Context: an optimization exercise on an open-source flow, tuned for small area. The choices shown serve that exercise and are no tape-out recipe.
Only simulation tests tie the RTL to the original design; equivalence was not proved.
No driver is modelled on the clock port, so clocking that relies on it looks cheaper here than on a real chip.

==> build 58 <==
==> flow/design.v <==
module wavelet_transform(clk, rst, data_stream, H_out, L_out, addr);
input clk, rst;
output reg [0:7] H_out;
output reg [0:7] L_out;
output reg  [0:7] addr;
input [0:7] data_stream;
wire [2:0] p = addr[5:7];
reg  [7:0] a1, a2;       
reg  [7:0] se, sf, sg1, sg2, sk;
reg  [7:0] ao, af, ag1, ag2, ak;
reg  [7:0] lp1, lpx, lp3;
reg  [7:0] mux_a, mux_b, mux_c, mux_e;
reg  warm;
wire early = !warm && !addr[4];
always @* begin
    case (p)
    3'd0: begin mux_a = early ? 8'h00 : lpx; mux_b = data_stream;
                mux_c = early ? 8'h00 : se;  mux_e = early ? 8'h00 : ak;  end
    3'd1: begin mux_a = data_stream;         mux_b = lpx;
                mux_c = early ? 8'h00 : sf;  mux_e = early ? 8'h00 : ao;  end
    3'd2: begin mux_a = early ? 8'h00 : lpx; mux_b = data_stream;
                mux_c = se;                  mux_e = early ? 8'h00 : af;  end
    3'd3: begin mux_a = data_stream;         mux_b = lp1;
                mux_c = warm ? sg2 : 8'h00;  mux_e = ao;  end
    3'd4: begin mux_a = lpx;                 mux_b = data_stream;
                mux_c = se;                  mux_e = warm ? ag2 : 8'h00; end
    3'd5: begin mux_a = data_stream;         mux_b = lpx;
                mux_c = sf;                  mux_e = ao;  end
    3'd6: begin mux_a = lp3;                 mux_b = data_stream;
                mux_c = se;                  mux_e = af;  end
    default: begin mux_a = data_stream;      mux_b = L_out;
                mux_c = early ? 8'h00 : sk;  mux_e = ao;  end
    endcase
end
function [7:0] add8(input [7:0] x, input [7:0] y, input ci);
    integer i;
    reg c;
    begin
        c = ci;
        for (i = 0; i < 8; i = i + 1) begin
            add8[i] = (x[i] ^ y[i]) ^ c;
            c = (x[i] & y[i]) | (c & (x[i] ^ y[i]));
        end
    end
endfunction
wire [7:0] nd1  = ~{1'b0, a1[7:1]};
wire [7:0] sub1 = add8(mux_b, nd1, 1'b1);
wire [7:0] sub2 = add8(mux_c, nd1, 1'b1);
wire [7:0] hq   = {2'b00, H_out[0:5]};
wire [7:0] add1 = add8(a2, hq, 1'b0);
wire [7:0] add2 = add8(mux_e, hq, 1'b0);
always @(posedge clk, negedge rst) begin
    if (!rst) begin
        addr  <= 0;
        H_out <= 0;
        L_out <= 0;
        a1    <= 0;
        a2    <= 0;
    end else begin
        addr  <= addr + 1;
        H_out <= sub2;
        L_out <= add2;
        a1    <= mux_a;
        a2    <= a1;
    end
end
always @(posedge clk, negedge rst) begin
    if (!rst)
        warm <= 1'b0;
    else if (addr[4:7] == 4'hf)
        warm <= 1'b1;
end
always @(posedge clk) begin
    if (!p[0]) se <= sub1;
    if (p[1:0] == 2'b01) sf <= sub1;
    if (p == 3'd3) begin sg1 <= sub1; sg2 <= sg1; end
    if (p == 3'd7) sk <= sub1;
    if (p[0]) ao <= add1;
    if (p[1:0] == 2'b10) af <= add1;
    if (p == 3'd4) begin ag1 <= add1; ag2 <= ag1; end
    if (p == 3'd0) ak <= add1;
    if (p == 3'd1) lp1 <= L_out;
    if (p == 3'd1) lpx <= lp1;
    else if (p[1:0] != 2'b11) lpx <= L_out;
    if (p == 3'd3) lp3 <= L_out;
end
endmodule
==> flow/flow/run.sh <==
#!/bin/bash
# Own layout flow: the standard synthesis and ORFS steps, with
#  - single-size buffers on the ports (buf_1 instead of clkdlybuf4s50_1),
#  - a clock tree of clkbuf_4 cells without dummy loads, where the clock
#    buffers whose loads see too high a slew are upsized to clkbuf_8
#    (flow/fixclk.tcl) before routing.
# Each step's full output goes to a log file of its own in the work folder.
set -euo pipefail
export BUFFER_PORTS_ARGS="-buffer_cell sky130_fd_sc_hd__buf_1"
export RECOVER_POWER=100
export CTS_ARGS="-sink_clustering_enable -repair_clock_nets -buf_list sky130_fd_sc_hd__clkbuf_4 -dont_use_dummy_load"
bash standard.sh synth > synth.log 2>&1
bash standard.sh cts > place_cts.log 2>&1
RESULTS="$PWD/orfs/results/$FLOW_PLATFORM/wavelet_transform/base" openroad -no_init -exit flow/fixclk.tcl > fixclk.log 2>&1
bash standard.sh finish > route_finish.log 2>&1
==> flow/flow/fixclk.tcl <==
# After CTS: the clock tree is built from clkbuf_4 cells. Upsize to clkbuf_8
# every clock buffer whose loads see a slew above the target, then legalise
# the placement again.
set plat $::env(FLOW_HOME)/platforms/sky130hd
set res $::env(RESULTS)
read_liberty $plat/lib/sky130_fd_sc_hd__tt_025C_1v80.lib
read_db $res/4_cts.odb
read_sdc $res/4_cts.sdc
source $plat/setRC.tcl
set_propagated_clock [all_clocks]

set target 0.105
for {set iter 0} {$iter < 5} {incr iter} {
  estimate_parasitics -placement
  set changed 0
  foreach inst [get_cells *] {
    if {[get_property $inst ref_name] ne "sky130_fd_sc_hd__clkbuf_4"} { continue }
    set out [get_pins -of_objects $inst -filter "direction == output"]
    set worst 0
    foreach p [get_pins -of_objects [get_nets -of_objects $out] -filter "direction == input"] {
      set s [get_property $p slew_max]
      if {$s > $worst} { set worst $s }
    }
    if {$worst > $target} {
      replace_cell $inst [get_lib_cells */sky130_fd_sc_hd__clkbuf_8]
      puts "upsized [get_full_name $inst]: load slew [format %.3f $worst] ns"
      set changed 1
    }
  }
  if {!$changed} { break }
}
detailed_placement
check_placement -verbose
estimate_parasitics -placement
set worst 0
foreach p [get_pins -hierarchical */CLK] {
  set s [get_property $p slew_max]
  if {$s > $worst} { set worst $s }
}
puts "worst flip-flop clock pin slew after fix: [format %.3f $worst] ns"
report_checks -path_delay min_max -format end
write_db $res/4_cts.odb
==> flow/standard.sh <==
#!/bin/bash
# synth_recipe.tcl (not shown) runs the flow's synth.tcl, then flattens the netlist and writes it again
# the make line also repeats each setting of config.mk as NAME=value (left out here)
make -C /OpenROAD-flow-scripts/flow DESIGN_CONFIG=/design/flow/config.mk WORK_HOME=/design/flow/orfs CLKGATE_MAP_FILE= SYNTH_SCRIPT=/design/flow/synth_recipe.tcl "${@:-finish}"
==> flow/config.mk <==
export PLATFORM = sky130hd
export DESIGN_NAME = wavelet_transform
export DESIGN_NICKNAME = wavelet_transform
export VERILOG_FILES = /design/flow/design.v
export SDC_FILE = /design/flow/constraint.sdc
export NUM_CORES = 4
export LEC_CHECK = 0
export CAP_MARGIN = 20
export CORE_MARGIN = 2
export CORE_UTILIZATION = 55
export SLEW_MARGIN = 20
==> flow/constraint.sdc <==
create_clock -name core_clock -period 6.0 [get_ports {clk}]
set_input_delay 1.2000 -clock core_clock [delete_from_list [all_inputs] [get_ports {clk}]]
set_output_delay 1.2000 -clock core_clock [all_outputs]
set_load 0.01 [all_outputs]
==> inputs of build 86, as changes to build 58 <==
==> flow/design.v (replaced) <==
module wavelet_transform(clk, rst, data_stream, H_out, L_out, addr);
input clk, rst;
output reg [0:7] H_out;
output reg [0:7] L_out;
output reg  [0:7] addr;
input [0:7] data_stream;
wire [2:0] p = addr[5:7];
reg  [7:0] a1, a2;       
reg  [7:0] se, sf, sg1, sg2, sk;
reg  [7:0] ao, af, ag1, ag2, ak;
reg  [7:0] c1, c2, c3, lr;
reg  warm;
wire early = !warm && !addr[4];
wire ph0 = (p == 3'd0), ph1 = (p == 3'd1), ph2 = (p == 3'd2), ph3 = (p == 3'd3);
wire ph4 = (p == 3'd4), ph5 = (p == 3'd5), ph6 = (p == 3'd6), ph7 = (p == 3'd7);
wire [7:0] mux_a, mux_b, mux_c, mux_e;
wt_mux4 u_mux_a (.d0(data_stream), .s0(p[0]),
                 .d1(c2),  .s1(ph0 & !early | ph4),
                 .d2(lr),  .s2(ph2 & !early),
                 .d3(c3),  .s3(ph6), .y(mux_a));
wt_mux4 u_mux_b (.d0(data_stream), .s0(!p[0]),
                 .d1(c1),  .s1(ph1 | ph5),
                 .d2(c2),  .s2(ph3),
                 .d3(L_out), .s3(ph7), .y(mux_b));
wt_mux4 u_mux_c (.d0(se),  .s0(!p[0] & !(ph0 & early)),
                 .d1(sf),  .s1(ph1 & !early | ph5),
                 .d2(sg2), .s2(ph3 & warm),
                 .d3(sk),  .s3(ph7 & !early), .y(mux_c));
wt_mux4 u_mux_e (.d0(ao),  .s0(p[0] & !(ph1 & early)),
                 .d1(af),  .s1(ph2 & !early | ph6),
                 .d2(ag2), .s2(ph4 & warm),
                 .d3(ak),  .s3(ph0 & warm), .y(mux_e));
function [7:0] add8(input [7:0] x, input [7:0] y, input ci);
    integer i;
    reg c;
    begin
        c = ci;
        for (i = 0; i < 8; i = i + 1) begin
            add8[i] = (x[i] ^ y[i]) ^ c;
            c = (x[i] & y[i]) | (c & (x[i] ^ y[i]));
        end
    end
endfunction
wire [7:0] nd1  = ~{1'b0, a1[7:1]};
wire [7:0] sub1 = add8(mux_b, nd1, 1'b1);
wire [7:0] sub2 = add8(mux_c, nd1, 1'b1);
wire [7:0] hq   = {2'b00, H_out[0:5]};
wire [7:0] add1 = add8(a2, hq, 1'b0);
wire [7:0] add2 = add8(mux_e, hq, 1'b0);
always @(posedge clk, negedge rst) begin
    if (!rst) begin
        addr  <= 0;
        H_out <= 0;
        L_out <= 0;
        a1    <= 0;
    end else begin
        addr  <= addr + 1;
        H_out <= sub2;
        L_out <= add2;
        a1    <= mux_a;
    end
end
always @(posedge clk, negedge rst) begin
    if (!rst)
        warm <= 1'b0;
    else if (addr[4:7] == 4'hf)
        warm <= 1'b1;
end
always @(posedge clk) begin
    a2 <= a1;
    if (!p[0]) se <= sub1;
    if (p[1:0] == 2'b01) sf <= sub1;
    if (p == 3'd3) begin sg1 <= sub1; sg2 <= sg1; end
    if (p == 3'd7) sk <= sub1;
    if (p[0]) ao <= add1;
    if (p[1:0] == 2'b10) af <= add1;
    if (p == 3'd4) begin ag1 <= add1; ag2 <= ag1; end
    if (p == 3'd0) ak <= add1;
    c1 <= L_out;
    c2 <= c1;
    c3 <= c2;
    if (p == 3'd3) lr <= c2;
end
endmodule
module wt_mux4(d0, d1, d2, d3, s0, s1, s2, s3, y);
input  [7:0] d0, d1, d2, d3;
input        s0, s1, s2, s3;
output [7:0] y;
assign y = ({8{s0}} & d0) | ({8{s1}} & d1) | ({8{s2}} & d2) | ({8{s3}} & d3);
endmodule
--- a/flow/flow/run.sh
+++ b/flow/flow/run.sh
@@ -5,3 +5,5 @@
 #    buffers whose loads see too high a slew are upsized to clkbuf_8
-#    (flow/fixclk.tcl) before routing.
+#    (flow/fixclk.tcl) before routing,
+#  - timing-driven global placement that does not keep the resizer's buffers
+#    (GPL_KEEP_OVERFLOW=0); repair_design still fixes slew and capacitance.
 # Each step's full output goes to a log file of its own in the work folder.
@@ -9,3 +11,3 @@
 export BUFFER_PORTS_ARGS="-buffer_cell sky130_fd_sc_hd__buf_1"
-export RECOVER_POWER=100
+export GPL_KEEP_OVERFLOW=0
 export CTS_ARGS="-sink_clustering_enable -repair_clock_nets -buf_list sky130_fd_sc_hd__clkbuf_4 -dont_use_dummy_load"
==> inputs of trial 83, as changes to build 58 <==
==> flow/design.v (replaced) <==
module wavelet_transform(clk, rst, data_stream, H_out, L_out, addr);
input clk, rst;
output reg [0:7] H_out;
output reg [0:7] L_out;
output reg  [0:7] addr;
input [0:7] data_stream;
wire [2:0] p = addr[5:7];
reg  [7:0] a1, a2;       
reg  [7:0] se, sf, sg1, sg2, sk;
reg  [7:0] ao, af, ag1, ag2, ak;
reg  [7:0] lp1, lpx, lp3;
reg  [7:0] mux_a, mux_b, mux_c, mux_e;
always @* begin
    case (p)
    3'd0: begin mux_a = lpx;         mux_b = data_stream; mux_c = se;  mux_e = ak;  end
    3'd1: begin mux_a = data_stream; mux_b = lpx;         mux_c = sf;  mux_e = ao;  end
    3'd2: begin mux_a = lpx;         mux_b = data_stream; mux_c = se;  mux_e = af;  end
    3'd3: begin mux_a = data_stream; mux_b = lp1;         mux_c = sg2; mux_e = ao;  end
    3'd4: begin mux_a = lpx;         mux_b = data_stream; mux_c = se;  mux_e = ag2; end
    3'd5: begin mux_a = data_stream; mux_b = lpx;         mux_c = sf;  mux_e = ao;  end
    3'd6: begin mux_a = lp3;         mux_b = data_stream; mux_c = se;  mux_e = af;  end
    default: begin mux_a = data_stream; mux_b = L_out;    mux_c = sk;  mux_e = ao;  end
    endcase
end
function [7:0] add8(input [7:0] x, input [7:0] y, input ci);
    integer i;
    reg c;
    begin
        c = ci;
        for (i = 0; i < 8; i = i + 1) begin
            add8[i] = (x[i] ^ y[i]) ^ c;
            c = (x[i] & y[i]) | (c & (x[i] ^ y[i]));
        end
    end
endfunction
wire [7:0] nd1  = ~{1'b0, a1[7:1]};
wire [7:0] sub1 = add8(mux_b, nd1, 1'b1);
wire [7:0] sub2 = add8(mux_c, nd1, 1'b1);
wire [7:0] hq   = {2'b00, H_out[0:5]};
wire [7:0] add1 = add8(a2, hq, 1'b0);
wire [7:0] add2 = add8(mux_e, hq, 1'b0);
always @(posedge clk, negedge rst) begin
    if (!rst) begin
        addr  <= 0;
        H_out <= 0;
        L_out <= 0;
        a1    <= 0;
        a2    <= 0;
    end else begin
        addr  <= addr + 1;
        H_out <= sub2;
        L_out <= add2;
        a1    <= mux_a;
        a2    <= a1;
    end
end
always @(posedge clk, negedge rst) begin
    if (!rst) begin
        se <= 0; sf <= 0; sg1 <= 0; sg2 <= 0; sk <= 0;
        ao <= 0; af <= 0; ag1 <= 0; ag2 <= 0; ak <= 0;
        lp1 <= 0; lpx <= 0; lp3 <= 0;
    end else begin
        if (!p[0]) se <= sub1;
        if (p[1:0] == 2'b01) sf <= sub1;
        if (p == 3'd3) begin sg1 <= sub1; sg2 <= sg1; end
        if (p == 3'd7) sk <= sub1;
        if (p[0]) ao <= add1;
        if (p[1:0] == 2'b10) af <= add1;
        if (p == 3'd4) begin ag1 <= add1; ag2 <= ag1; end
        if (p == 3'd0) ak <= add1;
        if (p == 3'd1) lp1 <= L_out;
        if (p == 3'd1) lpx <= lp1;
        else if (p[1:0] != 2'b11) lpx <= L_out;
        if (p == 3'd3) lp3 <= L_out;
    end
end
endmodule
==> flow/run.sh (new file) <==
#!/bin/bash
# synth_recipe.tcl (not shown) runs the flow's synth.tcl, then flattens the netlist and writes it again
# the make line also repeats each setting of config.mk as NAME=value (left out here)
make -C /OpenROAD-flow-scripts/flow DESIGN_CONFIG=/design/flow/config.mk WORK_HOME=/design/flow/orfs CLKGATE_MAP_FILE= SYNTH_SCRIPT=/design/flow/synth_recipe.tcl finish
Settings changed: CTS_BUF_LIST set to sky130_fd_sc_hd__clkbuf_4 sky130_fd_sc_hd__clkbuf_8, CTS_CLUSTER_SIZE set to 8.
removed: flow/flow/run.sh
removed: flow/flow/fixclk.tcl
removed: flow/standard.sh
==> qor.yml <==
synthCells: 382
synth-seq-cells: 145
fp.dieW_um: 108
seq_share: 0.647
gp_congestion: 0.800
multi_input_cells: 191
use_met2: 0.365
checkFailReasons: "capacitance limit, slew limit"
path_buf_inv: 5
hold_start: "a1[0]$_DFF_PN0_"
use_met1: 0.334
drt_iter0_markers: 283
setup_ws_ns: 0.625
path_clk_slew_ns: 0.10
grt_pass1_wl_mm: 19.7
outcome: "failed layout checks"
max_cap_violations: 1
synth_cell_types: 44
maxSlewViolCount: 42
drt-total-wl_mm: 12.3
The numbers above come from build 58.

==> qor.yml <==
synth_cell_types: 29
hold_start: "a1[0]$_DFF_PN0_"
use_met2: 0.354
synthCells: 484
maxSlewViolCount: 0
fp.dieW_um: 112
multi_input_cells: 274
grt_pass1_wl_mm: 21.4
path_buf_inv: 3
setup_ws_ns: 1.17
drt-total-wl_mm: 12.8
path_clk_slew_ns: 0.08
synth-seq-cells: 144
max_cap_violations: 0
use_met1: 0.301
outcome: "finished clean"
drt_iter0_markers: 201
The numbers above come from trial 83.

==> qor.yml <==
setup_ws_ns: 0.369
seq_share: 0.659
maxSlewViolCount: 0
path_clk_slew_ns: 0.10
synth-seq-cells: 153
max_cap_violations: 0
use_met2: 0.322
synth_cell_types: 32
grt_pass1_wl_mm: 17.3
gp_congestion: 0.790
multi_input_cells: 158
outcome: "finished clean"
drt-total-wl_mm: 10.6
The numbers above come from build 86.

-- separate check: timing with driven ports --
In the flow no input, the clock included, has a driving cell. The finished layouts below were timed again as built, in two steps.
Step 1: set_driving_cell puts a clkbuf_16 on clk and a buf_2 on each other input, an assumption about the parent block.
Step 2 also shifts input and output timing later by t, the mid clock arrival at the registers, as if the neighbouring blocks saw the same clock.
a / b / c = no drivers / after step 1 / after step 2; a / b = the first two.
run	shift t [ns]	slack for setup (ns)	clock arrival spread, ns
build 58	0.440	0.625 / 0.625 / 0.625	0.031 / 0.030
build 86	0.454	0.369 / 0.369 / 0.369	0.029 / 0.030
trial 83	0.482	1.170 / 1.170 / 0.972	0.011 / 0.011
For trial 83, which loses most, drivers alone change the setup slack by 0.000 ns; drivers and shift together by -0.198 ns.
